Background: an optimization exercise with open tools, aiming at small area, a short achievable clock period and few clock cycles per item. Do not read the settings as production practice. The RTL was checked by simulation tests, not by an equivalence proof against the original design.

==> flow/design.v <==
module mult(
 clk,
 rstx,
 mcand_is_signed,
 mlier_is_signed,
 start,
 mcand,
 mlier,
 prod,
 busy
);
parameter BW_CNT = 3,    
          BW_MCAND = 3,
          BW_MLIER = 4;
input                          clk;
input                          rstx;
input                          mcand_is_signed;
input                          mlier_is_signed;
input                          start;
input           [BW_MCAND-1:0] mcand;
input           [BW_MLIER-1:0] mlier;
output [BW_MCAND+BW_MLIER-1:0] prod;
output                         busy;
reg [BW_CNT-1:0] cnt;
wire cnt_eq_0 = (cnt == {BW_CNT{1'b0}});
always @(posedge clk or negedge rstx)
  if (~rstx)         cnt <= {BW_CNT{1'b0}};
  else if (start)    cnt <= BW_MLIER;
  else if (cnt_eq_0) cnt <= {BW_CNT{1'b0}};
  else               cnt <= cnt - {{(BW_CNT-1){1'b0}}, 1'd1};
wire cnt_eq_1 = (cnt == {{(BW_CNT-1){1'b0}}, 1'd1});
assign busy = ~cnt_eq_0;
wire last_stage_1 = cnt_eq_1 & mlier_is_signed;
reg [BW_MCAND+BW_MLIER-1:0] prod;
wire [BW_MCAND-1:0] prod1 = (prod[0] ? mcand : {BW_MCAND{1'b0}});
wire [BW_MCAND:0] sum = {   cnt_eq_1
                          ? mcand_is_signed | mlier_is_signed
                          : 1'b0
                        , prod[BW_MCAND+BW_MLIER-1:BW_MLIER] }
                      + { 1'b0
                        ,   {BW_MCAND{last_stage_1}}
                          ^ { prod1[BW_MCAND-1] ^ mcand_is_signed
                            , prod1[BW_MCAND-2:0] } }
                      + {{BW_MCAND{1'b0}}, last_stage_1};
always @(posedge clk or negedge rstx)
  if (~rstx)          prod <= {(BW_MCAND+BW_MLIER){1'b0}};
  else if (start)     prod <= {mcand_is_signed, {(BW_MCAND-1){1'b0}}, mlier};
  else if (~cnt_eq_0) prod <= {sum, prod[BW_MLIER-1:1]};
endmodule
module cordic_sqrt_seq (
 input         rstx,
 input         clk,
 input         start,
 input  [15:0] din,
 output        busy,
 output [15:0] dout
);
reg  [4:0] cnt;
wire [4:0] ncnt = start ? 5'd1 :
                  ((cnt == 5'd17) || (cnt == 5'd0)) ? 5'd0 : cnt + 5'd1;
always @(posedge clk or negedge rstx)
  if (!rstx) cnt <= 5'd0;
  else       cnt <= ncnt;
assign busy = (cnt != 5'd0);
reg [7:0] selx_n;   
reg [7:0] sely_n;   
reg       mm_n;     
reg       cord_n;   
reg       yx_n;     
always @(*) begin
  sely_n = 8'b00000001;
  case (ncnt)
  5'd1: sely_n = 8'b00000001;
  5'd2: sely_n = 8'b00000010;
  5'd3: sely_n = 8'b00000100;
  5'd4: sely_n = 8'b00001000;
  5'd5: sely_n = 8'b00001000;
  5'd6: sely_n = 8'b00010000;
  5'd7: sely_n = 8'b00100000;
  5'd8: sely_n = 8'b01000000;
  5'd9: sely_n = 8'b10000000;
  default: sely_n = 8'b00000001;
  endcase
  mm_n = 1'b0;
  case (ncnt)
  5'd10: begin selx_n = 8'b00000001; mm_n = 1'b0; end
  5'd11: begin selx_n = 8'b00000100; mm_n = 1'b1; end
  5'd12: begin selx_n = 8'b00001000; mm_n = 1'b1; end
  5'd13: begin selx_n = 8'b00000100; mm_n = 1'b0; end
  5'd14: begin selx_n = 8'b00000010; mm_n = 1'b0; end
  5'd15: begin selx_n = 8'b00000010; mm_n = 1'b1; end
  5'd16: begin selx_n = 8'b00000010; mm_n = 1'b1; end
  5'd17: begin selx_n = 8'b00000010; mm_n = 1'b0; end
  default: selx_n = sely_n;
  endcase
  cord_n = (ncnt != 5'd0) && (ncnt <= 5'd9);
  yx_n   = (ncnt >= 5'd9);
end
reg [7:0] selx, sely;
reg       cord, yx, rnd;
always @(posedge clk) begin
  selx <= selx_n;
  sely <= sely_n;
  cord <= cord_n;
  yx   <= yx_n;
  rnd  <= (ncnt == 5'd11);
end
reg  [20:0] X;
reg  [20:0] Y;
wire [28:0] yext = {{8{Y[20]}}, Y};
wire [28:0] xext = {8'd0, X};
reg  [20:0] ysh, xsh;
integer i, k;
always @(*) begin
  for (i = 0; i < 21; i = i + 1) begin
    ysh[i] = 1'b0;
    xsh[i] = 1'b0;
    for (k = 0; k < 8; k = k + 1) begin
      ysh[i] = ysh[i] | (selx[k] & yext[i + k + 1]);
      xsh[i] = xsh[i] | (sely[k] & xext[i + k + 1]);
    end
  end
  ysh[18] = ysh[18] | rnd;
end
reg         mx, cx, my;
wire [20:0] xsum, ysum;
pfx_add #(.W(21)) u_xadd (.a(X), .b(ysh ^ {21{mx}}), .ci(cx), .s(xsum));
pfx_add #(.W(21)) u_yadd (.a(Y), .b(xsh ^ {21{my}}), .ci(my), .s(ysum));
wire [20:0] x0 = {{1'b0, din} + 17'h02000, 4'd0};
wire [20:0] y0 = {{1'b0, din} - 17'h02000, 4'd0};
wire        ny_pos = start ? ~y0[20] : busy ? ~(yx ? xsum[20] : ysum[20]) : ~Y[20];
always @(posedge clk) begin
  mx <= cord_n ? ny_pos : mm_n;
  cx <= cord_n & ny_pos;
  my <= ny_pos;
end
always @(posedge clk)
  if (start) begin
    X <= x0;
    Y <= y0;
  end else if (busy) begin
    if (cord) X <= xsum;
    Y <= yx ? xsum : ysum;
  end
assign dout = Y[19:4];
endmodule
module pfx_add #(parameter W = 21) (
 input  [W-1:0] a,
 input  [W-1:0] b,
 input          ci,
 output [W-1:0] s
);
wire [W-1:0] p0 = a ^ b;
reg  [W:0]   g, p, gn, pn;
integer i, d;
always @(*) begin
  g = {a & b, ci};
  p = {p0, 1'b0};
  for (d = 1; d < W + 1; d = d * 2) begin
    gn = g;
    pn = p;
    for (i = d; i < W + 1; i = i + 1) begin
      gn[i] = g[i] | (p[i] & g[i - d]);
      pn[i] = p[i] & p[i - d];
    end
    g = gn;
    p = pn;
  end
end
assign s = p0 ^ g[W-1:0];
endmodule
==> flow/run.sh <==
#!/bin/bash
# synth_recipe.tcl (not shown) runs the flow's synth.tcl, then flattens the netlist and writes it again
# the make line also repeats each setting of config.mk as NAME=value (left out here)
make -C /OpenROAD-flow-scripts/flow DESIGN_CONFIG=/design/flow/config.mk WORK_HOME=/design/flow/orfs CLKGATE_MAP_FILE= SYNTH_SCRIPT=/design/flow/synth_recipe.tcl finish
==> flow/config.mk <==
export PLATFORM = sky130hd
export DESIGN_NAME = cordic_sqrt_seq
export DESIGN_NICKNAME = cordic_sqrt_seq
export VERILOG_FILES = /design/flow/design.v
export SDC_FILE = /design/flow/constraint.sdc
export NUM_CORES = 4
export LEC_CHECK = 0
export CAP_MARGIN = 20
export CORE_MARGIN = 2
export CORE_UTILIZATION = 40
export SETUP_SLACK_MARGIN = 2.6
export SLEW_MARGIN = 20
==> flow/constraint.sdc <==
create_clock -name core_clock -period 6.0 [get_ports {clk}]
set_input_delay 1.2000 -clock core_clock [delete_from_list [all_inputs] [get_ports {clk}]]
set_output_delay 1.2000 -clock core_clock [all_outputs]
set_load 0.01 [all_outputs]
==> metrics.md, run 1 <==
| Metric | Value |
|---|---|
| YS warnings | 2 |
| Initial antenna violation count | 0 |
| P&R area growth vs syn | 28.5% |
| Cell Area, Placed | 7020 um2 |
| CTS tree | yes |
| # rows | 47 |
| Required @ worst endpoint | 6070 ps |
| GR Overflow Total | 0 |
| Mapped Nets | 884 |
| FFs w/ async S/R, synth | 7.25% |
| Outcome | finished clean |
| Cell area after synthesis | 6750 um2 |
| Most frequent cell after synthesis | a22oi_1 |
| Gate Count Post-Synth | 819 |
| H-tree Lvls | 3 |
| Design area | 8670 um2 |
| Ratio of routed vias to standard cells | 6.52 |
| Sequential area share after synthesis | 25.9% |
| Slowest stage delay, CP | 490 ps |
| Routed Wire Length | 26400 um |
| Setup CP Type | register to register |
| Slowest CP cell | edfxtp_1 |
| Die area | 17900 um2 |
| Post-synth EDFFs | 34 |
| Fin nets | 962 |
| Post-synth top area share | 15.1% |
| WHS | 499 ps |
| Period utilization | 58.3% |
| Clk slew on worst S/H paths | 60 ps |
| Worst path cell trace | buf_6 > a22oi_1 > nand4_1 > xor2_1 > ha_1 > o21a_1 > o21ai_2 > a21oi_2 > a2111oi_4 > buf_4 > a211oi_4 > o211ai_1 > or3b_4 |
| Worst Skew | 8.33 ps |
| Final setup viols | 0 |
| Global-route wire length before repair | 39200 um |
| Die X | 134 um |
| Share of cells above drive strength 1 | 25.5% |
| Biggest area consumer among synthesized cells | edfxtp_1 |
| CTS Buf Count | 9 |
| FMAX | 286 MHz |
| PortBufs | 35 |
| Worst skew pair latency | 340 ps |
| Vias | 7313 |
| Pre-CTS setup slack | 1780 ps |
| Vias in the first global route | 6948 |
| Setup repair after global routing missed its margin | yes |
| Largest net degree at the start of global routing | 25 |
| Die Y | 134 um |
| Post-layout worst setup margin | 2500 ps |
| Clk buf depth | 2 |
| Distinct cell type count after synthesis | 69 |
| I/O pin total | 36 |
| Max Fanout on Critical Path | 4 |
| Worst EP arrival | 3570 ps |
| Maxcap violations | 0 |
| Crit start category | register |
| Worst Tran Pin Value | 900 ps |
| Max Slew Vio Count | 0 |
| Core box area | 16500 um2 |
| DP Wirelength | 17600 um |
| Synth Register Bits | 69 |
| Initial core utilization | 40.9% |
| Routed len/inst | 23.5 um |
| CTS root buffer | clkbuf_16 |
| Primary FF master, synth | edfxtp_1 |
| Worst min path class | register to register |
| CTS Hold Buffers Added | 0 |
| Final min period | 3500 ps |
| RD Place Congestion | 0.962 |
| Drt first pass iters | 14 |
| ANT nets after route | 0 |
| Tot GR Track Use | 28.4% |
| Largest cells by area after synthesis | edfxtp_1, a22oi_1, dfxtp_1, ha_1, xor2_1 |
| Final Hold Violating Endpoints | 0 |
| DRC viols | 0 |
| Slew HR | 39.8% |
| N_diodes | 0 |
| 1st-iter DRT viols | 1030 |
| Synth cell count leaders | a22oi_1, nand2_1, xor2_1 |
| Sum of negative setup slack | 0 ps |
| Syn_area_per_cell | 8.24 um2 |
| Clock sinks | 69 |
| Crit end category | register |
==> worst max-delay path, delay by kind of cell, from the launching register on <==
family          cells  cell delay, ps
flops               1             490
compound gates      7            1260
xor+xnor            1             170
fa+ha+maj           1             360
buf+inv             2             360
simple gates        2             580
==> flip-flops by register name (all words and copies together) (netlist names), 5 cells and up <==
| signal | count |
|---|---|
| sely | 8 |
| Y | 21 |
| X | 21 |
| selx | 8 |
| cnt | 5 |
==> layout make-up <==
| class | instances | area (um2) |
|---|---|---|
| flip-flops and latches | 69 | 1780 |
| inverters | 19 | 71.3 |
| repair buffers | 151 | 1250 |
| clock inverters | 3 | 22.5 |
| fillers | 1537 | 7850 |
| clock buffers | 13 | 292 |
| well taps | 220 | 275 |
| multi-input cells | 647 | 4990 |
==> routing by layer <==
| layer | vias to the layer above | global-route usage (%) | part of all wire (%) |
|---|---|---|---|
| met1 | 3462 | 33.0 | 37 |
| met4 | 0 | 16.4 | 6.3 |
| met3 | 105 | 5.82 | 8.6 |
| li1 | 3276 | - | - |
| met5 | - | 0 | 0 |
| met2 | 470 | 48.6 | 48 |
==> path summary, 6_finish.rpt <==
kind	end	slack, ps	start	depth (start not counted)
min in group asynchronous	cnt[0]$_DFF_PN0_	1080	rstx	1
worst max-delay path	Y[20]$_DFFE_PP_	2500	Y[5]$_DFFE_PP_	13
max in group asynchronous	cnt[3]$_DFF_PN0_	4740	rstx	1
worst max register to register	Y[20]$_DFFE_PP_	2500	Y[5]$_DFFE_PP_	13
worst min register to register	Y[0]$_SDFFE_PP0N_	500	Y[0]$_SDFFE_PP0N_	2
worst min-delay path	Y[0]$_SDFFE_PP0N_	500	Y[0]$_SDFFE_PP0N_	2
==> cell families (layout without fill, tap and decap cells) <==
family                   after synthesis  in the layout  synth area share (%)
adder cells (fa/ha/maj)               46             46                  8.64
AO/OA/AOI/OAI                        314            314                  32.6
flip-flops                            69             69                  25.9
AND/OR/NAND/NOR                      194            194                  13.9
multiplexers                           5              5                 0.760
buffers and inverters                103            186                  6.63
XOR/XNOR                              88             88                  11.6
==> stage by stage <==
step	cells	utilization, %
6_report	1122	52.5
5_1_grt	1122	52.5
4_1_cts	1091	49.0
3_5_place_dp	993	42.5
3_3_place_gp	993	42.5
2_1_floorplan	819	-
==> cells in the final DEF, fill, tap and decap left out, drive strengths merged, types with 3 or more instances in the layout <==
cell / n
buf: 116
a22oi: 115
nand2: 61
xor2: 61
a21oi: 49
o21ai: 48
nor2: 47
ha: 45
edfxtp: 34
clkdlybuf4s50: 34
nand4: 31
dfxtp: 30
xnor2: 27
a21o: 22
inv: 20
nand3: 14
clkbuf: 14
o211ai: 10
nor3: 10
o221ai: 8
nand2b: 7
a222oi: 6
a22o: 6
a31oi: 6
o21a: 5
dfrtp: 5
a211oi: 5
or3: 4
mux2i: 4
o31ai: 3
and3: 3
a2111oi: 3
a41oi: 3
nor2b: 3
a31o: 3
or4: 3
a21boi: 3
a221oi: 3
o22ai: 3
==> what timing repair did <==
action                     4_1_cts  5_1_grt
setup endpoints to repair       69       36
hold endpoints to repair         0        0
setup buffers                   82       31
pin swaps                       17       58
gates resized for setup         60       74
Testbench counts, summed over its fixed seeds: cycles 144,000, items 8,000.
==> inputs of run 2 (changes only) <==
--- a/flow/config.mk
+++ b/flow/config.mk
@@ -8,5 +8,5 @@
 export CAP_MARGIN = 20
 export CORE_MARGIN = 2
 export CORE_UTILIZATION = 40
-export SETUP_SLACK_MARGIN = 2.6
+export SETUP_SLACK_MARGIN = 2.9
 export SLEW_MARGIN = 20
==> run 2 against run 1 <==
  * Still clean on timing, DRC and antenna
  * Routed wire length up 0.51%
  * Count of clock-buffer cells in the layout fell by 4
  * Global-route usage hardly changed
  * Flip-flop and latch count did not move
  * Clock skew up 2.7 ps
  * Critical path type unchanged
  * Highest routed layer unchanged
==> metrics.md, run 2 <==
| Metric | Value |
|---|---|
| Outcome | finished clean |
| Most frequent cell after synthesis | a22oi_1 |
| Routed Wire Length | 26500 um |
| PortBufs | 35 |
| RD Place Congestion | 0.996 |
| Distinct cell type count after synthesis | 69 |
| Required @ worst endpoint | 6070 ps |
| Die Y | 134 um |
| Final setup viols | 0 |
| ANT nets after route | 0 |
| Design area | 8780 um2 |
| Worst Tran Pin Value | 828 ps |
| Post-synth top area share | 15.1% |
| Worst min path class | register to register |
| Slew HR | 44.7% |
| Die area | 17900 um2 |
| Setup repair after global routing missed its margin | yes |
| FF-to-FF path depth | 10 |
| N_diodes | 0 |
| Global-route wire length before repair | 39600 um |
| Final min period | 3580 ps |
| Hold path endpoint | Y[0]$_SDFFE_PP0N_ |
| Routed len/inst | 23.7 um |
| FFs w/ async S/R, synth | 7.25% |
| Maxcap violations | 0 |
| Synth Register Bits | 69 |
| Hold path start | Y[0]$_SDFFE_PP0N_ |
| CTS Buf Count | 9 |
| Setup CP Type | register to register |
| Mapped Nets | 884 |
| Primary FF master, synth | edfxtp_1 |
| Area of the multi-input gates | 5080 um2 |
| Clk slew on worst S/H paths | 60 ps |
| Share of cells above drive strength 1 | 26.7% |
| P&R area growth vs syn | 30.1% |
| H-tree Lvls | 3 |
| Core box area | 16500 um2 |
| GR Overflow Total | 0 |
| Worst Skew | 11.0 ps |
| Syn_area_per_cell | 8.24 um2 |
| Largest cells by area after synthesis | edfxtp_1, a22oi_1, dfxtp_1, ha_1, xor2_1 |
| Worst skew pair latency | 340 ps |
| Vias in the first global route | 6981 |
| Cell area after synthesis | 6750 um2 |
| Max Slew Vio Count | 0 |
| Tot GR Track Use | 28.5% |
| Sum of negative setup slack | 0 ps |
| 1st-iter DRT viols | 881 |
| Initial core utilization | 40.9% |
| Largest net degree at the start of global routing | 25 |
| Final Hold Violating Endpoints | 0 |
| Worst EP arrival | 3650 ps |
| Sequential area share after synthesis | 25.9% |
| Final core utilization | 53.2% |
| Most frequent cells in the layout | a22oi_1, buf_4, nand2_1, xor2_1, nor2_1 |
| Post-layout worst setup margin | 2420 ps |
| Post-synth EDFFs | 34 |
| Crit start category | register |
| Initial antenna violation count | 0 |
| Fin nets | 962 |
| DP Wirelength | 17300 um |
| Period utilization | 59.7% |
| Clk buf depth | 2 |
| Pre-CTS setup slack | 1980 ps |
| Crit end category | register |
| Clock sinks | 69 |
| Vias | 7313 |
| Register area | 1780 um2 |
| # rows | 47 |
| GR peak layer | met2 |
| Ratio of routed vias to standard cells | 6.52 |
| # fillers | 1501 |
| CTS tree | yes |
| Met2 usage | 48.5% |
| CTS root buffer | clkbuf_16 |
| Synth cell count leaders | a22oi_1, nand2_1, xor2_1 |
| R2R setup slack | 2420 ps |
| I/O pin total | 36 |
| FMAX | 279 MHz |
| Reg2Reg Capture Point | Y[20]$_DFFE_PP_ |
| Met1 usage | 33.8% |
| Biggest area consumer among synthesized cells | edfxtp_1 |
| Cell Area, Placed | 7070 um2 |
| Die X | 134 um |
| Drt first pass iters | 6 |
| Gate Count Post-Synth | 819 |
| CTS Hold Buffers Added | 0 |
| Hold Crit Depth | 2 |
| Met3 usage | 6.39% |
| Top flop regs | X x21, Y x21 |
| Commonest non-fill, non-tap cell in the layout | a22oi_1 |
| YS warnings | 2 |
| Max Fanout on Critical Path | 4 |
| DRC viols | 0 |
| Worst r2r src | selx[4]$_DFF_P_ |
[run 2: cell count changes in the layout (fill, tap and decap cells not counted), moves of 3 or more]
cell      change
a22oi_1       -6
a22oi_2       +6
buf_2         -3
buf_4         -6
buf_6         +9
clkbuf_8      -3
ha_1          +6
ha_2          -6
nand2_1       -3
xnor2_1       -3
[run 2: what timing repair did]
| item | CTS | global route |
|---|---|---|
| resized for setup | 100 | 53 |
| setup endpoints to repair | 92 | 65 |
| buffers inserted | 96 | 17 |
| pin swaps | 60 | 50 |
[run 2: cell type report]
class	count	area share, %
inverter	19	0.812
clock buffer	9	2.56
clock inverter	7	0.755
tap	220	3.13
multi-input combinational	647	57.8
timing repair buffer	151	14.7
sequential	69	20.3
[run 2: routing by layer]
| metal | vias to the layer above | routed length, um |
|---|---|---|
| met1 | 3538 | 10000 |
| met2 | 413 | 12700 |
| li1 | 3264 | - |
| met3 | 98 | 2200 |
| met5 | - | 0 |
| met4 | 0 | 1570 |
[run 2: logic make-up (layout without fill, tap and decap cells)]
kind of cell	Yosys count	after routing	share of synthesized area [%]
xor gates and xnor gates	88	88	11.6
and+or+nand+nor	194	194	13.9
AOI/OAI and AO/OA	314	314	32.6
buffers and inverters	103	186	6.63
DFF	69	69	25.9
muxes	5	5	0.760
adders and majority gates	46	46	8.64
[run 2: worst max-delay path by stage]
stage                    startpoint         endpoint  cells after the start
finish              selx[4]$_DFF_P_  Y[20]$_DFFE_PP_                     10
global route        Y[10]$_DFFE_PP_  Y[16]$_DFFE_PP_                     14
CTS                 selx[4]$_DFF_P_  Y[20]$_DFFE_PP_                     10
detailed placement            start  Y[20]$_DFFE_PP_                      7
global placement              start  Y[20]$_DFFE_PP_                      7
floorplan           selx[4]$_DFF_P_  Y[20]$_DFFE_PP_                     11
[run 2: critical path: stages, from the launching register on]
cell,delay (ps)
dfxtp_4,370
or4_4,540
or4_4,440
a221oi_2,250
xnor2_1,110
ha_1,370
and4_4,200
a21oi_1,190
nand2_1,180
o211ai_1,210
or3b_4,440
[run 2: metrics by stage]
| step | cells | hold slack, ps |
|---|---|---|
| global route | 1122 | 563 |
| CTS | 1105 | 508 |
| finish | 1122 | 514 |
| floorplan | 819 | 459 |
| global placement | 993 | 486 |
| detailed placement | 993 | 500 |
==> inputs of run 3 (changes only) <==
--- a/flow/design.v
+++ b/flow/design.v
@@ -97,13 +97,13 @@
   yx_n   = (ncnt >= 5'd9);
 end
 reg [7:0] selx, sely;
-reg       cord, yx, rnd;
+reg       mm, cord, yx;
 always @(posedge clk) begin
   selx <= selx_n;
   sely <= sely_n;
+  mm   <= mm_n;
   cord <= cord_n;
   yx   <= yx_n;
-  rnd  <= (ncnt == 5'd11);
 end
 reg  [20:0] X;
 reg  [20:0] Y;
@@ -120,7 +120,6 @@
       xsh[i] = xsh[i] | (sely[k] & xext[i + k + 1]);
     end
   end
-  ysh[18] = ysh[18] | rnd;
 end
 reg         mx, cx, my;
 wire [20:0] xsum, ysum;
@@ -142,7 +141,7 @@
     if (cord) X <= xsum;
     Y <= yx ? xsum : ysum;
   end
-assign dout = Y[19:4];
+assign dout = Y[19:4] + {15'd0, Y[3]};
 endmodule
 module pfx_add #(parameter W = 21) (
  input  [W-1:0] a,
--- a/flow/config.mk
+++ b/flow/config.mk
@@ -8,5 +8,4 @@
 export CAP_MARGIN = 20
 export CORE_MARGIN = 2
 export CORE_UTILIZATION = 40
-export SETUP_SLACK_MARGIN = 2.9
 export SLEW_MARGIN = 20
==> run 3 against run 2 <==
  * Non-clock buffer count is 113 lower
  * Die area is 2.5% higher
  * Flip-flop and latch count decreased by 1
  * Clock skew decreased by 1.6 ps
  * Critical endpoint is now X[19]$_DFFE_PP_
  * Highest routed layer unchanged
==> metrics.md, run 3 <==
| Metric | Value |
|---|---|
| Clk buf depth | 2 |
| FFs w/ async S/R, synth | 7.35% |
| CTS tree | yes |
| Top flop regs | X x21, Y x21 |
| RD Place Congestion | 0.905 |
| GR Overflow Total | 0 |
| Worst Tran Pin Value | 1050 ps |
| Sum of negative setup slack | 0 ps |
| Core box area | 17100 um2 |
| Final setup viols | 0 |
| Max Slew Vio Count | 0 |
| GR peak layer | met2 |
| Setup CP Type | register to register |
| Share of cells above drive strength 1 | 4.11% |
| Biggest area consumer among synthesized cells | edfxtp_1 |
| N_diodes | 0 |
| Worst Skew | 9.41 ps |
| Maxcap violations | 0 |
| YS warnings | 2 |
| Post-synth EDFFs | 34 |
| Global-route wire length before repair | 34700 um |
| Mapped Nets | 917 |
| Fin nets | 889 |
| Die X | 136 um |
| DRC viols | 0 |
| FMAX | 256 MHz |
| Post-synth top area share | 14.7% |
| Outcome | finished clean |
| Routed Wire Length | 22100 um |
| Crit end category | register |
| Initial antenna violation count | 0 |
| Setup repair after global routing missed its margin | no |
| Met1 usage | 33.7% |
| Sequential area share after synthesis | 24.9% |
| Initial core utilization | 40.5% |
| Period utilization | 65.0% |
| Met2 usage | 38.2% |
| Commonest non-fill, non-tap cell in the layout | a22oi_1 |
| CTS Buf Count | 9 |
| Routed len/inst | 21.0 um |
| Tot GR Track Use | 24.4% |
| Crit start category | register |
| Fin cells | 1052 |
| Ratio of routed vias to standard cells | 6.29 |
| Final min period | 3900 ps |
| Post-CTS Setup Bufs | 0 |
| CTS resizes | 0 |
| Gate Count Post-Synth | 850 |
| Vias in the first global route | 6218 |
| Drt first pass iters | 7 |
| P&R area growth vs syn | 9.93% |
| Clock sinks | 68 |
| CTS Hold Buffers Added | 0 |
| Worst skew pair latency | 340 ps |
| PortBufs | 35 |
| Largest net degree at the start of global routing | 29 |
| Synth Register Bits | 68 |
| I/O pin total | 36 |
| Worst min path class | register to register |
| Final Hold Violating Endpoints | 0 |
| Met3 usage | 4.90% |
| Synth cell count leaders | a22oi_1, nand2_1, clkbuf_1 |
| Die Y | 136 um |
| CTS root buffer | clkbuf_16 |
| Syn_area_per_cell | 8.15 um2 |
| H-tree Lvls | 3 |
| Distinct cell type count after synthesis | 68 |
| DP Wirelength | 16400 um |
| # placed instances | 1036 |
| ANT nets after route | 0 |
| # rows | 48 |
| 1st-iter DRT viols | 745 |
| Slew HR | 29.6% |
| Primary FF master, synth | edfxtp_1 |
| Cell area after synthesis | 6930 um2 |
| Largest cells by area after synthesis | edfxtp_1, a22oi_1, ha_1, dfxtp_1, xor2_1 |
| Max Fanout on Critical Path | 20 |
| Die area | 18400 um2 |
| Vias | 6617 |
| Worst EP arrival | 3970 ps |
| Most frequent cell after synthesis | a22oi_1 |
| Required @ worst endpoint | 6070 ps |
| Most frequent cells in the layout | a22oi_1, nand2_1, xor2_1, ha_1, o21ai_0 |
| # fillers | 1744 |
| Clk slew on worst S/H paths | 60 ps |
-- run 3: changes by cell type after synthesis, moves of 8 or more --
cell	delta
nand3_1	+12
clkbuf_1	+8
xnor2_1	+16
buf_4	-16
a21oi_1	-9
nand2_1	+8
-- run 3: worst max-delay path: stages, from the launching register on --
cell and delay [ps]:
dfxtp_1 820, a22oi_1 190, nand4_1 120, xor2_1 220, inv_1 80, fa_1 430
nor2b_4 130, o31a_2 160, nor4_2 60, o31ai_2 430, o21ai_2 140, a31oi_4 210
mux2i_1 120, a2111oi_2 390, o21ai_0 130
-- run 3: cells by family after synthesis --
family                     count (synthesis)  synth area share, %
AOI/OAI and AO/OA                        306                 31.3
and+or+nand+nor                          224                 15.9
buffers and inverters                     98                 5.54
xor gates and xnor gates                  97                 12.3
DFF                                       68                 24.9
adders and majority gates                 48                 8.78
muxes                                      9                 1.32
-- run 3: area by class of cell --
class / count / area, um2 / share of cell area (%)
Clock buffer: 10 / 229 / 3.01
Clock inverter: 6 / 110 / 1.45
Inverter: 21 / 78.8 / 1.03
Multi-Input combinational cell: 684 / 4820 / 63.2
Sequential cell: 68 / 1730 / 22.7
Tap cell: 225 / 282 / 3.70
Timing Repair Buffer: 38 / 373 / 4.90
-- run 3: per-stage QoR --
stage               utilization, %  hold WS [ps]  area (um2)  setup slack (ps)
finish                        44.5           487        7620              2100
global route                  44.5           522        7620              1790
CTS                           44.5           494        7620              2130
detailed placement            42.5           484        7280              2120
global placement              42.5           492        7280              2130
floorplan                        -           449        6930              2370
-- run 3: metal layers --
metal	vias up	wire length [um]
li1	3161	-
met1	3166	9990
met2	255	10100
met3	35	1350
met4	0	604
met5	-	0
-- run 3: final timing paths --
kind                            cells past startpoint                end         startpoint  slack (ps)
worst min-delay path                                2  Y[0]$_SDFFE_PP0N_  Y[0]$_SDFFE_PP0N_         490
worst min register to register                      2  Y[0]$_SDFFE_PP0N_  Y[0]$_SDFFE_PP0N_         490
min in group asynchronous                           1   cnt[3]$_DFF_PN0_               rstx        1070
worst max register to register                     14    X[19]$_DFFE_PP_    selx[1]$_DFF_P_        2100
worst max-delay path                               14    X[19]$_DFFE_PP_    selx[1]$_DFF_P_        2100
max in group asynchronous                           1   cnt[4]$_DFF_PN0_               rstx        4750
Testbench counts of run 3, summed over its fixed seeds: cycles 144,000, items 8,000.
==> inputs of run 4 (changes only) <==
--- a/flow/design.v
+++ b/flow/design.v
@@ -97,13 +97,13 @@
   yx_n   = (ncnt >= 5'd9);
 end
 reg [7:0] selx, sely;
-reg       mm, cord, yx;
+reg       cord, yx, rnd;
 always @(posedge clk) begin
   selx <= selx_n;
   sely <= sely_n;
-  mm   <= mm_n;
   cord <= cord_n;
   yx   <= yx_n;
+  rnd  <= (ncnt == 5'd11);
 end
 reg  [20:0] X;
 reg  [20:0] Y;
@@ -120,6 +120,7 @@
       xsh[i] = xsh[i] | (sely[k] & xext[i + k + 1]);
     end
   end
+  ysh[18] = ysh[18] | rnd;
 end
 reg         mx, cx, my;
 wire [20:0] xsum, ysum;
@@ -141,7 +142,7 @@
     if (cord) X <= xsum;
     Y <= yx ? xsum : ysum;
   end
-assign dout = Y[19:4] + {15'd0, Y[3]};
+assign dout = Y[19:4];
 endmodule
 module pfx_add #(parameter W = 21) (
  input  [W-1:0] a,
==> flow/flow/run.sh (new file) <==
#!/bin/bash
# Standard layout, with the port buffers made of buf_1 cells instead of the default.
set -euo pipefail
bash standard.sh "BUFFER_PORTS_ARGS=-buffer_cell sky130_fd_sc_hd__buf_1" finish > standard_flow.log 2>&1
==> flow/standard.sh (new file) <==
#!/bin/bash
# synth_recipe.tcl (not shown) runs the flow's synth.tcl, then flattens the netlist and writes it again
# the make line also repeats each setting of config.mk as NAME=value (left out here)
make -C /OpenROAD-flow-scripts/flow DESIGN_CONFIG=/design/flow/config.mk WORK_HOME=/design/flow/orfs CLKGATE_MAP_FILE= SYNTH_SCRIPT=/design/flow/synth_recipe.tcl "${@:-finish}"
--- a/flow/config.mk
+++ b/flow/config.mk
@@ -8,4 +8,6 @@
 export CAP_MARGIN = 20
 export CORE_MARGIN = 2
 export CORE_UTILIZATION = 40
+export SETUP_SLACK_MARGIN = 2.6
 export SLEW_MARGIN = 20
+export TNS_END_PERCENT = 10
removed: flow/run.sh
==> run 4 against run 3 <==
  * Synthesized cell count decreased by 3.6%
  * Clock skew down 4.1 ps
  * Count of clock-buffer cells in the layout rose by 3
  * Routed wire length rose by 12%
  * First-iteration DRC count rose by 54%
  * Synthesized area decreased by 2.5%
  * Largest cell class unchanged
==> metrics.md, run 4 <==
| Metric | Value |
|---|---|
| Sequential area share after synthesis | 25.9% |
| ANT nets after route | 0 |
| Top flop regs | X x21, Y x21 |
| Crit end category | register |
| Commonest non-fill, non-tap cell in the layout | a22oi_1 |
| Post-synth top area share | 15.1% |
| PortBufs | 35 |
| Max Fanout on Critical Path | 6 |
| H-tree Lvls | 3 |
| Synth cell count leaders | a22oi_1, nand2_1, xor2_1 |
| Mapped Nets | 884 |
| Vias in the first global route | 6521 |
| Most frequent cells in the layout | a22oi_1, buf_4, nand2_1, xor2_1, nor2_1 |
| Max Slew Vio Count | 0 |
| DRC viols | 0 |
| Worst Skew | 5.31 ps |
| Core box area | 16500 um2 |
| Worst skew pair latency | 350 ps |
| P&R area growth vs syn | 16.2% |
| Die Y | 134 um |
| FMAX | 281 MHz |
| Biggest area consumer among synthesized cells | edfxtp_1 |
| Post-synth EDFFs | 34 |
| Routed Wire Length | 24800 um |
| # fillers | 1651 |
| Hold Crit Depth | 2 |
| Worst min path class | register to register |
| Clk buf depth | 2 |
| DP Wirelength | 16500 um |
| GR Overflow Total | 0 |
| Maxcap violations | 0 |
| Syn_area_per_cell | 8.24 um2 |
| Synth Register Bits | 69 |
| Global-route wire length before repair | 37600 um |
| N_diodes | 0 |
| Vias | 6995 |
| Final setup viols | 0 |
| I/O pin total | 36 |
| Required @ worst endpoint | 6090 ps |
| Initial core utilization | 40.9% |
| Most frequent cell after synthesis | a22oi_1 |
| FFs w/ async S/R, synth | 7.25% |
| Largest cells by area after synthesis | edfxtp_1, a22oi_1, dfxtp_1, ha_1, xor2_1 |
| RD Place Congestion | 0.931 |
| Routed len/inst | 22.8 um |
| Worst Tran Pin Value | 1080 ps |
| Final Hold Violating Endpoints | 0 |
| Tot GR Track Use | 27.2% |
| Setup repair after global routing missed its margin | yes |
| Clock sinks | 69 |
| Setup CP Type | register to register |
| CTS tree | yes |
| Period utilization | 59.3% |
| Fin nets | 925 |
| Clk slew on worst S/H paths | 60 ps |
| Die X | 134 um |
| 1st-iter DRT viols | 1144 |
| Crit start category | register |
| Share of cells above drive strength 1 | 17.1% |
| Drt first pass iters | 7 |
| Cell area after synthesis | 6750 um2 |
| # rows | 47 |
| Initial antenna violation count | 0 |
| Final min period | 3560 ps |
| Sum of negative setup slack | 0 ps |
| Slew HR | 28.0% |
| CTS Buf Count | 9 |
| YS warnings | 2 |
| CTS root buffer | clkbuf_16 |
| Primary FF master, synth | edfxtp_1 |
| Outcome | finished clean |
| Die area | 17900 um2 |
| Distinct cell type count after synthesis | 69 |
| Gate Count Post-Synth | 819 |
| FF-to-FF path depth | 13 |
| Ratio of routed vias to standard cells | 6.45 |
| Largest net degree at the start of global routing | 25 |
| Worst EP arrival | 3650 ps |
[run 4: cell types whose count changed in the layout (fill, tap and decap cells not counted), moves of 8 or more]
| cell | previous run | this run |
|---|---|---|
| buf_4 | 3 | 72 |
| buf_1 | 0 | 35 |
| clkdlybuf4s50_1 | 35 | 0 |
| dfxtp_1 | 29 | 13 |
| xnor2_1 | 43 | 27 |
| nand3_1 | 26 | 13 |
| dfxtp_2 | 0 | 13 |
| nand2_1 | 69 | 61 |
[run 4: critical path, cell delays in order, from the launching register on]
cell and delay (ps):
edfxtp_1 500, clkbuf_2 200, a22oi_1 210, nand4_1 140, xor2_1 170, ha_1 390
nand3_2 150, a31o_2 280, a31oi_1 190, a2bb2oi_2 250, a311oi_2 160, a21oi_1 220
xor2_1 100, a221o_1 350
[run 4: metal layers]
metal	part of all wire, %	track usage, %	vias up
met5	0	0	-
met2	45	43.5	377
met3	7.7	4.31	56
met4	4.6	12.5	0
li1	-	-	3192
met1	42	36.1	3370
[run 4: final cells by class]
cell class                      instances  area [um2]  share of cell area [%]
Inverter                               19        71.3                   0.909
Clock inverter                          3        23.8                   0.303
Clock buffer                           13         272                    3.46
Timing Repair Buffer                  114         738                    9.41
Sequential cell                        69        1780                    22.7
Multi-Input combinational cell        647        4690                    59.7
Tap cell                              220         275                    3.51
[run 4: what timing repair did]
item,in CTS,in global routing
setup buffers,68,5
gates resized for setup,55,3
setup endpoints to repair,27,25
hold buffers,0,0
cloned,1,0
pin swaps,26,5
[run 4: cells by family after synthesis]
logic type,synth area share [%]
AOI/OAI and AO/OA,32.6
xor gates and xnor gates,11.6
adders and majority gates,8.64
buffers and inverters,6.63
DFF,25.9
muxes,0.760
and+or+nand+nor,13.9
[run 4: worst paths after layout]
kind                              startpoint           endpoint  slack [ps]
min in group asynchronous               rstx   cnt[4]$_DFF_PN0_         690
min reg2reg                Y[0]$_SDFFE_PP0N_  Y[0]$_SDFFE_PP0N_         500
min                        Y[0]$_SDFFE_PP0N_  Y[0]$_SDFFE_PP0N_         500
max in group asynchronous               rstx   cnt[2]$_DFF_PN0_        5100
max reg2reg                   X[9]$_DFFE_PP_    Y[19]$_DFFE_PP_        2440
max                           X[9]$_DFFE_PP_    Y[19]$_DFFE_PP_        2440
[run 4: metrics by stage]
| stage | utilization, % | area (um2) | setup slack (ps) | std cells | hold WS, ps |
|---|---|---|---|---|---|
| floorplan | - | 6760 | 2570 | 819 | 459 |
| global placement | 41.3 | 6820 | 1920 | 995 | 488 |
| detailed placement | 41.3 | 6820 | 1950 | 995 | 491 |
| CTS | 47.2 | 7800 | 2550 | 1080 | 499 |
| global route | 47.5 | 7850 | 2330 | 1085 | 526 |
| finish | 47.5 | 7850 | 2440 | 1085 | 500 |
Testbench counts of run 4, summed over its fixed seeds: cycles 144,000, items 8,000.
==> inputs of run 5 (changes only) <==
--- a/flow/config.mk
+++ b/flow/config.mk
@@ -8,6 +8,5 @@
 export CAP_MARGIN = 20
 export CORE_MARGIN = 2
 export CORE_UTILIZATION = 40
-export SETUP_SLACK_MARGIN = 2.6
+export SETUP_SLACK_MARGIN = 2.3
 export SLEW_MARGIN = 20
-export TNS_END_PERCENT = 10
==> run 5 against run 4 <==
  * Still clean on timing, DRC and antenna
  * Routed wire length down 9.4%
  * Sequential share of layout area up 1.0 points
  * Synthesized cell count unchanged
  * Critical endpoint is now Y[20]$_DFFE_PP_
  * Highest routed layer unchanged
==> metrics.md, run 5 <==
| Metric | Value |
|---|---|
| Outcome | finished clean |
| Gate Count Post-Synth | 819 |
| # fillers | 1633 |
| Worst Skew | 5.99 ps |
| Worst skew pair latency | 340 ps |
| Global-route wire length before repair | 34100 um |
| Commonest non-fill, non-tap cell in the layout | a22oi_1 |
| Die area | 17900 um2 |
| CP delay by family, top | compound AO/OA/AOI/OAI gates |
| Clk buf depth | 2 |
| Die Y | 134 um |
| CTS root buffer | clkbuf_16 |
| ANT nets after route | 0 |
| Period utilization | 61.2% |
| Routed len/inst | 21.4 um |
| Routed Wire Length | 22400 um |
| Core box area | 16500 um2 |
| # rows | 47 |
| Fin cells | 1049 |
| Area of the multi-input gates | 4640 um2 |
| Tot GR Track Use | 24.5% |
| Largest cells by area after synthesis | edfxtp_1, a22oi_1, dfxtp_1, ha_1, xor2_1 |
| DRC viols | 0 |
| Max Slew Vio Count | 0 |
| Fin nets | 889 |
| Slowest CP cell | edfxtp_1 |
| WP buf/inv | 2 |
| Mapped Nets | 884 |
| Most frequent cells in the layout | a22oi_1, nand2_1, xor2_1, nor2_1, a21oi_1 |
| RD Place Congestion | 0.928 |
| YS warnings | 2 |
| Sequential area share after synthesis | 25.9% |
| Worst Tran Pin Value | 922 ps |
| P&R area growth vs syn | 10.7% |
| 1st-iter DRT viols | 890 |
| Crit end category | register |
| Worst EP arrival | 3750 ps |
| Setup repair after global routing missed its margin | yes |
| Worst min path class | register to register |
| Post-synth top area share | 15.1% |
| Syn_area_per_cell | 8.24 um2 |
| # placed instances | 993 |
| Final setup viols | 0 |
| Synth cell count leaders | a22oi_1, nand2_1, xor2_1 |
| FMAX | 272 MHz |
| Post-synth EDFFs | 34 |
| Slew HR | 38.2% |
| H-tree Lvls | 3 |
| Sum of negative setup slack | 0 ps |
| Max Fanout on Critical Path | 6 |
| Final min period | 3670 ps |
| Required @ worst endpoint | 6080 ps |
| N_diodes | 0 |
| Die X | 134 um |
| Register area | 1770 um2 |
| Ratio of routed vias to standard cells | 6.33 |
| Top flop regs | X x21, Y x21 |
| FFs w/ async S/R, synth | 7.25% |
| Clk slew on worst S/H paths | 60 ps |
| Most frequent cell after synthesis | a22oi_1 |
| Slowest stage delay, CP | 530 ps |
| Final Hold Violating Endpoints | 0 |
| GR Overflow Total | 0 |
| Worst path cell trace | buf_4 > a22oi_1 > nand4_1 > xor2_1 > ha_1 > a21o_1 > a21o_1 > a21o_1 > a2111oi_4 > buf_4 > a211oi_2 > o211ai_1 > or3b_4 |
| DP Wirelength | 16400 um |
| Biggest area consumer among synthesized cells | edfxtp_1 |
| Final core utilization | 45.2% |
| Initial core utilization | 40.9% |
| PortBufs | 35 |
| CTS tree | yes |
| Initial antenna violation count | 0 |
| Vias in the first global route | 6094 |
| Largest net degree at the start of global routing | 21 |
| Primary FF master, synth | edfxtp_1 |
| Cell area after synthesis | 6750 um2 |
| Drt first pass iters | 6 |
| Distinct cell type count after synthesis | 69 |
| Crit-path most repeated cell | a21o_1 |
| Clock sinks | 69 |
| Vias | 6635 |
| Setup CP Type | register to register |
| Synth Register Bits | 69 |
| Crit start category | register |
| I/O pin total | 36 |
| CTS Hold Buffers Added | 0 |
| Maxcap violations | 0 |
| Share of cells above drive strength 1 | 12.7% |
| CTS Buf Count | 9 |
run 5: cell counts after synthesis:
Identical to the previous run, type by type.
run 5: path summary, 6_finish.rpt:
path / from / to / slack [ps] / cells past startpoint
setup / recovery: Y[9]$_DFFE_PP_ / Y[20]$_DFFE_PP_ / 2330 / 13
hold / removal: Y[0]$_SDFFE_PP0N_ / Y[0]$_SDFFE_PP0N_ / 500 / 2
setup reg to reg: Y[9]$_DFFE_PP_ / Y[20]$_DFFE_PP_ / 2330 / 13
hold reg to reg: Y[0]$_SDFFE_PP0N_ / Y[0]$_SDFFE_PP0N_ / 500 / 2
max in group asynchronous: rstx / cnt[4]$_DFF_PN0_ / 5120 / 1
min in group asynchronous: rstx / cnt[1]$_DFF_PN0_ / 680 / 1
run 5: what timing repair did:
action | in CTS | in global routing
gates resized for setup | 9 | 30
pin swaps | 0 | 5
endpoints found under the setup margin | 10 | 20
buffers inserted | 0 | 40
run 5: layer usage:
layer,global-route usage (%),vias to the layer above,part of all wire (%)
met5,0,-,0
met4,8.22,0,2.6
met3,3.82,35,6.4
met2,41.3,326,48
met1,32.1,3152,43
li1,-,3122,-
run 5: cell type report:
cell class	instances	area share, %
inverters	19	0.954
repair buffers	78	6.01
flip-flops and latches	69	23.7
clock inverters	6	0.452
well taps	220	3.68
clock buffers	10	3.20
multi-input cells	647	62.0
run 5: cells by family after synthesis:
kind of cell               synth area share (%)
AOI/OAI and AO/OA                          32.6
and+or+nand+nor                            13.9
buffers and inverters                      6.63
xor gates and xnor gates                   11.6
DFF                                        25.9
adders and majority gates                  8.64
muxes                                     0.760
run 5: metrics by stage:
step	hold WS [ps]	cell area [um2]	setup WS, ps
4_1_cts	499	7110	2290
2_1_floorplan	459	6750	2310
3_5_place_dp	490	6810	2070
5_1_grt	522	7480	2270
6_report	503	7480	2330
3_3_place_gp	485	6810	2140
run 5: worst reg2reg max path: stages (launching register included):
cell	delay (ps)
edfxtp_1	530
buf_4	200
a22oi_1	170
nand4_1	130
xor2_1	160
ha_1	360
a21o_1	220
a21o_1	180
a21o_1	200
a2111oi_4	310
buf_4	200
a211oi_2	90
o211ai_1	210
or3b_4	440
==> inputs of run 6 (changes only) <==
--- a/flow/config.mk
+++ b/flow/config.mk
@@ -8,5 +8,6 @@
 export CAP_MARGIN = 20
 export CORE_MARGIN = 2
 export CORE_UTILIZATION = 40
+export CTS_BUF_LIST = sky130_fd_sc_hd__clkbuf_8
 export SETUP_SLACK_MARGIN = 2.3
 export SLEW_MARGIN = 20
==> run 6 against run 5 <==
  * Global-route usage stayed put
  * Routed wire length hardly changed
  * Synthesized cell count stayed put
  * Via count is 0.69% higher
  * Critical path type unchanged
  * Utilization is 0.49 points lower
  * Non-clock buffer count is 3 higher
  * Worst setup slack better by 46 ps
  * Clock skew is 4.8 ps higher
  * First-iteration DRC count is 7.8% higher
  * Count of clock-buffer cells in the layout stayed put
==> metrics.md, run 6 <==
| Metric | Value |
|---|---|
| Drt first pass iters | 7 |
| Sequential area share after synthesis | 25.9% |
| # rows | 47 |
| Vias in the first global route | 6091 |
| Outcome | finished clean |
| Final core utilization | 44.8% |
| Final min period | 3630 ps |
| Most frequent cells in the layout | a22oi_1, nand2_1, xor2_1, nor2_1, a21oi_1 |
| ANT nets after route | 0 |
| Die area | 17900 um2 |
| R2R setup slack | 2370 ps |
| CTS root buffer | clkbuf_8 |
| Initial antenna violation count | 0 |
| DP Wirelength | 16400 um |
| Die X | 134 um |
| Post-layout worst setup margin | 2370 ps |
| Clock sinks | 69 |
| FMAX | 276 MHz |
| Ratio of routed vias to standard cells | 6.35 |
| Core box area | 16500 um2 |
| Initial core utilization | 40.9% |
| Synth Register Bits | 69 |
| Fin cells | 1052 |
| CTS Buf Count | 9 |
| 1st-iter DRT viols | 959 |
| Top flop regs | X x21, Y x21 |
| Slew HR | 38.0% |
| N_diodes | 0 |
| Crit start category | register |
| Worst min path class | register to register |
| Global-route wire length before repair | 34100 um |
| GR Overflow Total | 0 |
| Post-synth EDFFs | 34 |
| Tot GR Track Use | 24.5% |
| Final Hold Violating Endpoints | 0 |
| Most frequent cell after synthesis | a22oi_1 |
| Worst Tran Pin Value | 925 ps |
| Syn_area_per_cell | 8.24 um2 |
| Fin nets | 892 |
| Worst r2r src | Y[8]$_DFFE_PP_ |
| Pre-CTS setup slack | 2070 ps |
| Vias | 6681 |
| CTS Hold Buffers Added | 0 |
| Worst skew pair latency | 380 ps |
| Largest net degree at the start of global routing | 21 |
| Distinct cell type count after synthesis | 69 |
| Clk buf depth | 2 |
| Largest cells by area after synthesis | edfxtp_1, a22oi_1, dfxtp_1, ha_1, xor2_1 |
| Hold path start | Y[0]$_SDFFE_PP0N_ |
| Routed Wire Length | 22400 um |
| Cell area after synthesis | 6750 um2 |
| Max Fanout on Critical Path | 6 |
| Register area | 1770 um2 |
| P&R area growth vs syn | 9.54% |
| Worst Skew | 10.7 ps |
| # placed instances | 993 |
| Post-synth top area share | 15.1% |
| CTS tree | yes |
| Commonest non-fill, non-tap cell in the layout | a22oi_1 |
| H-tree Lvls | 3 |
| Primary FF master, synth | edfxtp_1 |
| Final setup viols | 0 |
| Worst Setup SP | Y[8]$_DFFE_PP_ |
| Die Y | 134 um |
| # fillers | 1654 |
| Maxcap violations | 0 |
| DRC viols | 0 |
| Synth cell count leaders | a22oi_1, nand2_1, xor2_1 |
| Clk slew on worst S/H paths | 80 ps |
| Crit end category | register |
| Gate Count Post-Synth | 819 |
| I/O pin total | 36 |
| PortBufs | 35 |
| Setup repair after global routing missed its margin | yes |
| YS warnings | 2 |
| Period utilization | 60.4% |
| RD Place Congestion | 0.928 |
| Biggest area consumer among synthesized cells | edfxtp_1 |
| Mapped Nets | 884 |
| Sum of negative setup slack | 0 ps |
| FFs w/ async S/R, synth | 7.25% |
| Share of cells above drive strength 1 | 13.0% |
| Worst EP arrival | 3740 ps |
| Setup CP Type | register to register |
| Routed len/inst | 21.3 um |
| Required @ worst endpoint | 6110 ps |
| Area of the multi-input gates | 4640 um2 |
| Max Slew Vio Count | 0 |
## run 6: critical path, stage by stage (launching register included)
cell,delay (ps)
edfxtp_1,520
buf_2,230
buf_4,140
a22oi_1,160
nand4_1,140
xor2_1,180
ha_1,260
a21o_1,190
a21o_1,180
a21o_1,210
a2111oi_4,190
buf_4,200
a211oi_2,90
o211ai_1,220
or3b_4,440
## run 6: kinds of logic after synthesis
kind of cell	count (synthesis)	share of synthesized area, %
AOI/OAI and AO/OA	314	32.6
xor gates and xnor gates	88	11.6
DFF	69	25.9
muxes	5	0.760
adders and majority gates	46	8.64
and+or+nand+nor	194	13.9
buffers and inverters	103	6.63
## run 6: layout make-up
| cell class | instances | area share, % |
|---|---|---|
| flip-flops and latches | 69 | 24.0 |
| clock inverters | 6 | 0.457 |
| inverters | 19 | 0.964 |
| well taps | 220 | 3.72 |
| clock buffers | 10 | 1.86 |
| multi-input cells | 647 | 62.7 |
| repair buffers | 81 | 6.34 |
## run 6: through the flow
stage	hold WS [ps]	instance area (um2)
after detailed placement	490	6810
after floorplan	459	6750
after global placement	485	6810
after CTS	501	7010
after global routing	525	7400
final	506	7400
## run 6: path summary, 6_finish.rpt
check | to | depth (start not counted)
max | Y[20]$_DFFE_PP_ | 14
min | Y[0]$_SDFFE_PP0N_ | 2
max reg2reg | Y[20]$_DFFE_PP_ | 14
min reg2reg | Y[0]$_SDFFE_PP0N_ | 2
max in group asynchronous | cnt[4]$_DFF_PN0_ | 1
min in group asynchronous | cnt[1]$_DFF_PN0_ | 1
## run 6: what timing repair did
| action | 4_1_cts | 5_1_grt |
|---|---|---|
| gates resized for setup | 10 | 30 |
| buffers inserted | 0 | 43 |
| endpoints found under the setup margin | 10 | 19 |
| pin swaps | 0 | 4 |
## run 6: routing by layer
| layer | vias up | GRT usage (%) | share of wire, % |
|---|---|---|---|
| li1 | 3132 | - | - |
| met1 | 3162 | 32.0 | 43 |
| met2 | 345 | 41.2 | 48 |
| met3 | 42 | 3.70 | 6.8 |
| met4 | 0 | 8.75 | 2.7 |
| met5 | - | 0 | 0 |
==> inputs of run 7 (changes only) <==
--- a/flow/config.mk
+++ b/flow/config.mk
@@ -9,5 +9,5 @@
 export CORE_MARGIN = 2
 export CORE_UTILIZATION = 40
 export CTS_BUF_LIST = sky130_fd_sc_hd__clkbuf_8
-export SETUP_SLACK_MARGIN = 2.3
+export SETUP_SLACK_MARGIN = 2.5
 export SLEW_MARGIN = 20
==> run 7 against run 6 <==
  * Critical path depth is 2 lower
  * Synthesized area stayed put
  * Final area is 7.3% higher
  * Routed wire length is 8.9% higher
  * Clock skew is 1.0 ps lower
  * Critical path type unchanged
==> metrics.md, run 7 <==
| Metric | Value |
|---|---|
| I/O pin total | 36 |
| H-tree Lvls | 3 |
| Commonest non-fill, non-tap cell in the layout | a22oi_1 |
| WHS | 501 ps |
| Routed len/inst | 22.2 um |
| Slowest CP cell | edfxtp_1 |
| Global-route wire length before repair | 36400 um |
| Post-synth top area share | 15.1% |
| Primary FF master, synth | edfxtp_1 |
| N_diodes | 0 |
| ANT nets after route | 0 |
| Worst EP arrival | 3720 ps |
| CP delay by family, top | compound AO/OA/AOI/OAI gates |
| Critical Path Sink | Y[20]$_DFFE_PP_ |
| Routed Wire Length | 24400 um |
| Worst Setup SP | Y[9]$_DFFE_PP_ |
| R2R setup slack | 2400 ps |
| Vias | 7052 |
| CTS Buf Count | 9 |
| Gate Count Post-Synth | 819 |
| Max Fanout on Critical Path | 6 |
| # rows | 47 |
| Cell area after synthesis | 6750 um2 |
| Final setup viols | 0 |
| YS warnings | 2 |
| Distinct cell type count after synthesis | 69 |
| FMAX | 278 MHz |
| Fin nets | 938 |
| Tot GR Track Use | 26.3% |
| FF-to-FF path depth | 12 |
| Pre-CTS setup slack | 1940 ps |
| Worst path cell trace | buf_6 > a22oi_1 > nand4_1 > xor2_1 > ha_1 > o21a_1 > o21ai_2 > a21oi_2 > a2111oi_4 > a211oi_2 > o211ai_1 > or3b_4 |
| Core box area | 16500 um2 |
| Crit end category | register |
| Syn_area_per_cell | 8.24 um2 |
| Largest cells by area after synthesis | edfxtp_1, a22oi_1, dfxtp_1, ha_1, xor2_1 |
| Critical Path Stages | 12 |
| Share of cells above drive strength 1 | 20.4% |
| FFs w/ async S/R, synth | 7.25% |
| # fillers | 1601 |
| Die Y | 134 um |
| Drt first pass iters | 10 |
| Worst Tran Pin Value | 1050 ps |
| Slowest stage delay, CP | 540 ps |
| DRC viols | 0 |
| CTS root buffer | clkbuf_8 |
| Vias in the first global route | 6458 |
| Final Hold Violating Endpoints | 0 |
| Top flop regs | X x21, Y x21 |
| Ratio of routed vias to standard cells | 6.42 |
| Biggest area consumer among synthesized cells | edfxtp_1 |
| PortBufs | 35 |
| Setup CP Type | register to register |
| WP buf/inv | 1 |
| Setup repair after global routing missed its margin | yes |
| Initial core utilization | 40.9% |
| Largest net degree at the start of global routing | 25 |
| CTS tree | yes |
| Sum of negative setup slack | 0 ps |
| Cell Area, Placed | 6800 um2 |
| Synth Register Bits | 69 |
| Crit start category | register |
| RD Place Congestion | 0.886 |
| Post-layout worst setup margin | 2400 ps |
| Design area | 7940 um2 |
| Sequential area share after synthesis | 25.9% |
| Post-synth EDFFs | 34 |
| Maxcap violations | 0 |
| Clk buf depth | 2 |
| Slew HR | 29.4% |
| Die area | 17900 um2 |
| Reg2Reg Capture Point | Y[20]$_DFFE_PP_ |
| GR Overflow Total | 0 |
| Initial antenna violation count | 0 |
| Worst r2r src | Y[9]$_DFFE_PP_ |
| Die X | 134 um |
| CTS Hold Buffers Added | 0 |
| Area of the multi-input gates | 4750 um2 |
| Max Slew Vio Count | 0 |
| Most frequent cells in the layout | a22oi_1, buf_4, nand2_1, xor2_1, nor2_1 |
| Worst skew pair latency | 380 ps |
| DP Wirelength | 16500 um |
| Final min period | 3600 ps |
| P&R area growth vs syn | 17.6% |
| Worst Skew | 9.73 ps |
| 1st-iter DRT viols | 932 |
| Final core utilization | 48.0% |
| Clock sinks | 69 |
| Required @ worst endpoint | 6110 ps |
| Most frequent cell after synthesis | a22oi_1 |
| Worst min path class | register to register |
| Period utilization | 60.0% |
| Outcome | finished clean |
| Clk slew on worst S/H paths | 80 ps |
| Mapped Nets | 884 |
| Synth cell count leaders | a22oi_1, nand2_1, xor2_1 |
| Register area | 1780 um2 |
run 7: cell counts after synthesis:
Identical to the previous run, type by type.
run 7: worst min-delay path by stage:
stage	start	endpoint	depth (start not counted)
finish	Y[0]$_SDFFE_PP0N_	Y[0]$_SDFFE_PP0N_	2
global route	Y[0]$_SDFFE_PP0N_	Y[0]$_SDFFE_PP0N_	2
CTS	Y[0]$_SDFFE_PP0N_	Y[0]$_SDFFE_PP0N_	2
detailed placement	Y[0]$_SDFFE_PP0N_	Y[0]$_SDFFE_PP0N_	2
global placement	Y[0]$_SDFFE_PP0N_	Y[0]$_SDFFE_PP0N_	2
floorplan	Y[0]$_SDFFE_PP0N_	Y[0]$_SDFFE_PP0N_	2
run 7: layout make-up:
type / instances / share of cell area, %
Clock inverter: 7 / 1.26
Clock buffer: 9 / 1.56
Timing Repair Buffer: 127 / 10.5
Inverter: 19 / 0.898
Sequential cell: 69 / 22.4
Tap cell: 220 / 3.47
Multi-Input combinational cell: 647 / 59.9
run 7: timing repair:
item,in CTS,in global routing
hold endpoints to repair,0,0
buffers inserted,48,41
gates resized for setup,42,37
pin swaps,15,35
gates cloned,0,0
endpoints found under the setup margin,25,23
run 7: routing by layer:
| layer | vias up | share of wire [%] | GRT usage, % |
|---|---|---|---|
| met5 | - | 0 | 0 |
| met4 | 0 | 5.2 | 13.1 |
| met3 | 79 | 8.6 | 4.50 |
| met2 | 414 | 44 | 40.9 |
| met1 | 3338 | 42 | 35.3 |
| li1 | 3221 | - | - |
run 7: worst min-delay path, delay by kind of cell (launching register included):
kind             cells  cell delay (ps)
AO/OA/AOI/OAI        1               50
flip-flops           1              340
AND/OR/NAND/NOR      1               70
run 7: cells by family after synthesis:
| group | count (synthesis) | share of synthesized area, % |
|---|---|---|
| simple gates | 194 | 13.9 |
| xor+xnor | 88 | 11.6 |
| mux | 5 | 0.760 |
| fa+ha+maj | 46 | 8.64 |
| flops | 69 | 25.9 |
| compound gates | 314 | 32.6 |
| buf+inv | 103 | 6.63 |
run 7: stage by stage:
| step | std cells |
|---|---|
| final | 1098 |
| after global routing | 1098 |
| after global placement | 993 |
| after floorplan | 819 |
| after detailed placement | 993 |
| after CTS | 1057 |
==> inputs of run 8 (changes only) <==
--- a/flow/config.mk
+++ b/flow/config.mk
@@ -9,5 +9,5 @@
 export CORE_MARGIN = 2
 export CORE_UTILIZATION = 40
 export CTS_BUF_LIST = sky130_fd_sc_hd__clkbuf_8
-export SETUP_SLACK_MARGIN = 2.5
+export SETUP_SLACK_MARGIN = 2.0
 export SLEW_MARGIN = 20
==> run 8 against run 7 <==
  * Final area down 12%
  * Worst setup slack worse by 210 ps
  * Highest routed layer unchanged
  * Hold slack improved by 2.5 ps
  * Non-clock buffer count is 89 lower
  * Critical path depth is the same
  * Still clean on timing, DRC and antenna
  * Count of clock-buffer cells in the layout grew 1
==> metrics.md, run 8 <==
| Metric | Value |
|---|---|
| Outcome | finished clean |
| CTS tree | yes |
| Vias in the first global route | 6085 |
| Post-synth top area share | 15.1% |
| Worst skew pair latency | 380 ps |
| Max Fanout on Critical Path | 17 |
| Required @ worst endpoint | 6120 ps |
| Maxcap violations | 0 |
| CTS root buffer | clkbuf_8 |
| Largest net degree at the start of global routing | 21 |
| Share of cells above drive strength 1 | 5.58% |
| Period utilization | 63.5% |
| Setup repair after global routing missed its margin | no |
| Gate Count Post-Synth | 819 |
| Vias | 6427 |
| Crit end category | register |
| 1st-iter DRT viols | 825 |
| Pre-CTS setup slack | 2070 ps |
| Ratio of routed vias to standard cells | 6.37 |
| Final core utilization | 42.4% |
| Synth cell count leaders | a22oi_1, nand2_1, xor2_1 |
| Fin nets | 849 |
| Largest family of logic cells by synthesized area | compound AO/OA/AOI/OAI gates |
| CTS resizes | 0 |
| Routed len/inst | 21.8 um |
| Crit start category | register |
| Post-synthesis mux area share | 0.760% |
| GR peak layer | met2 |
| Sequential area share after synthesis | 25.9% |
| Die X | 134 um |
| Most frequent cells in the layout | a22oi_1, nand2_1, xor2_1, a21oi_1, nor2_1 |
| Clk buf depth | 2 |
| Clk slew on worst S/H paths | 70 ps |
| Commonest non-fill, non-tap cell in the layout | a22oi_1 |
| Met1 usage | 31.8% |
| Largest cells by area after synthesis | edfxtp_1, a22oi_1, dfxtp_1, ha_1, xor2_1 |
| RD Place Congestion | 0.928 |
| XOR/XNOR share of the synthesized area | 11.6% |
| PortBufs | 35 |
| Top flop regs | X x21, Y x21 |
| FFs w/ async S/R, synth | 7.25% |
| H-tree Lvls | 3 |
| Worst Tran Pin Value | 929 ps |
| Tot GR Track Use | 24.4% |
| Worst EP arrival | 3940 ps |
| Fin cells | 1009 |
| Met2 usage | 41.2% |
| N_diodes | 0 |
| Syn_area_per_cell | 8.24 um2 |
| Post-synthesis compound-gate area fraction | 32.6% |
| Final setup viols | 0 |
| Mapped Nets | 884 |
| Slew HR | 37.7% |
| P&R area growth vs syn | 3.76% |
| Drt first pass iters | 6 |
| Post-layout worst setup margin | 2190 ps |
| Met3 usage | 3.70% |
| Initial antenna violation count | 0 |
| Post-CTS Setup Bufs | 0 |
| Post-synth EDFFs | 34 |
| Post-Synth Adder-Cell Area | 8.64% |
| Cell area after synthesis | 6750 um2 |
| Initial core utilization | 40.9% |
| Max Slew Vio Count | 0 |
| # rows | 47 |
| I/O pin total | 36 |
| GR Overflow Total | 0 |
| YS warnings | 2 |
| Biggest area consumer among synthesized cells | edfxtp_1 |
| Setup CP Type | register to register |
| Final min period | 3810 ps |
| Die Y | 134 um |
| Synth Register Bits | 69 |
| Primary FF master, synth | edfxtp_1 |
| FMAX | 262 MHz |
| DRC viols | 0 |
| Global-route wire length before repair | 34000 um |
| Post-Synth Simple-Gate Area | 13.9% |
| Area of the multi-input gates | 4580 um2 |
| # fillers | 1664 |
| Routed Wire Length | 22000 um |
| Sum of negative setup slack | 0 ps |
| ANT nets after route | 0 |
| # placed instances | 993 |
| DP Wirelength | 16400 um |
| Die area | 17900 um2 |
| CTS Buf Count | 9 |
| Worst min path class | register to register |
| Final Hold Violating Endpoints | 0 |
| Core box area | 16500 um2 |
| Most frequent cell after synthesis | a22oi_1 |
| Worst Skew | 10.6 ps |
| Distinct cell type count after synthesis | 69 |
| Clock sinks | 69 |
| Register area | 1760 um2 |
| CTS Hold Buffers Added | 0 |
-- run 8: worst max-delay path: stages (launching register included) --
cell       delay, ps
dfxtp_1          760
a22oi_1          180
nand4_1          150
xor2_1            70
ha_1             430
nand3_1          220
a31o_2           300
a31oi_1          150
a2bb2oi_1        440
a311oi_1         230
a21oi_1          200
xor2_1            90
a221o_1          340
-- run 8: routing by layer --
layer / wire length (um) / share of wire [%]
met4: 608 / 2.8
met5: 0 / 0
met2: 10400 / 48
met1: 9680 / 44
met3: 1220 / 5.5
-- run 8: through the flow --
| stage | hold slack [ps] | instance area [um2] |
|---|---|---|
| 3_5_place_dp | 490 | 6810 |
| 5_1_grt | 525 | 7010 |
| 4_1_cts | 501 | 6980 |
| 6_report | 503 | 7010 |
| 3_3_place_gp | 485 | 6810 |
| 2_1_floorplan | 459 | 6750 |
-- run 8: kinds of logic (layout without fill, tap and decap cells) --
| group | Yosys count | in the layout |
|---|---|---|
| AOI/OAI and AO/OA | 314 | 314 |
| xor gates and xnor gates | 88 | 88 |
| adders and majority gates | 46 | 46 |
| buffers and inverters | 103 | 73 |
| DFF | 69 | 69 |
| muxes | 5 | 5 |
| and+or+nand+nor | 194 | 194 |
-- run 8: area by class of cell --
cell class                      instances  share of cell area, %
Sequential cell                        69                   25.1
Clock buffer                           10                   1.96
Clock inverter                          6                  0.482
Inverter                               19                   1.02
Tap cell                              220                   3.93
Timing Repair Buffer                   38                   2.20
Multi-Input combinational cell        647                   65.3
-- run 8: worst paths after layout --
path	from	to	slack (ps)	cells after the start
setup / recovery	sely[3]$_DFF_P_	Y[19]$_DFFE_PP_	2190	12
hold / removal	Y[0]$_SDFFE_PP0N_	Y[0]$_SDFFE_PP0N_	500	2
setup reg to reg	sely[3]$_DFF_P_	Y[19]$_DFFE_PP_	2190	12
hold reg to reg	Y[0]$_SDFFE_PP0N_	Y[0]$_SDFFE_PP0N_	500	2
max in group asynchronous	rstx	cnt[4]$_DFF_PN0_	5160	1
min in group asynchronous	rstx	cnt[1]$_DFF_PN0_	640	1

-- what the ideal ports hide --
Ports are ideal in the flow. The routed layouts listed here were re-timed in OpenROAD.
Step 1, drivers: a clkbuf_16 drives clk and a buf_2 each remaining input, both assumed.
Step 2 moves the port delays by t, midway between the first and last clock arrival at a register: inputs arrive t later, outputs are due t later. That takes back most of the time a late clock gives input paths.
Three values: ideal, step 1, step 2; two values: the first two.
| run | shift t [ns] | slack for setup (ns) | worst setup path at the end | slew at the worst register clock pin (ns) | worst slew at a driven data input, ns |
|---|---|---|---|---|---|
| run 1 | 0.386 | 2.503 / 2.503 / 2.503 | register to register | 0.06 / 0.06 | 0.04 |
| run 2 | 0.376 | 2.420 / 2.420 / 2.420 | register to register | 0.06 / 0.06 | 0.04 |
| run 3 | 0.383 | 2.099 / 2.069 / 1.987 | input to register | 0.06 / 0.06 | 0.04 |
| run 4 | 0.386 | 2.440 / 2.440 / 2.178 | input to register | 0.06 / 0.06 | 0.05 |
| run 5 | 0.385 | 2.328 / 2.328 / 2.324 | input to register | 0.06 / 0.06 | 0.03 |
| run 6 | 0.409 | 2.375 / 2.375 / 2.314 | input to register | 0.08 / 0.08 | 0.03 |
| run 7 | 0.409 | 2.398 / 2.398 / 2.267 | input to register | 0.08 / 0.08 | 0.05 |
| run 8 | 0.411 | 2.188 / 2.188 / 2.188 | register to register | 0.08 / 0.08 | 0.03 |
After both steps every run listed still meets setup and hold. For run 4, which loses most, drivers alone change the setup slack by 0.000 ns; drivers and shift together by -0.262 ns.
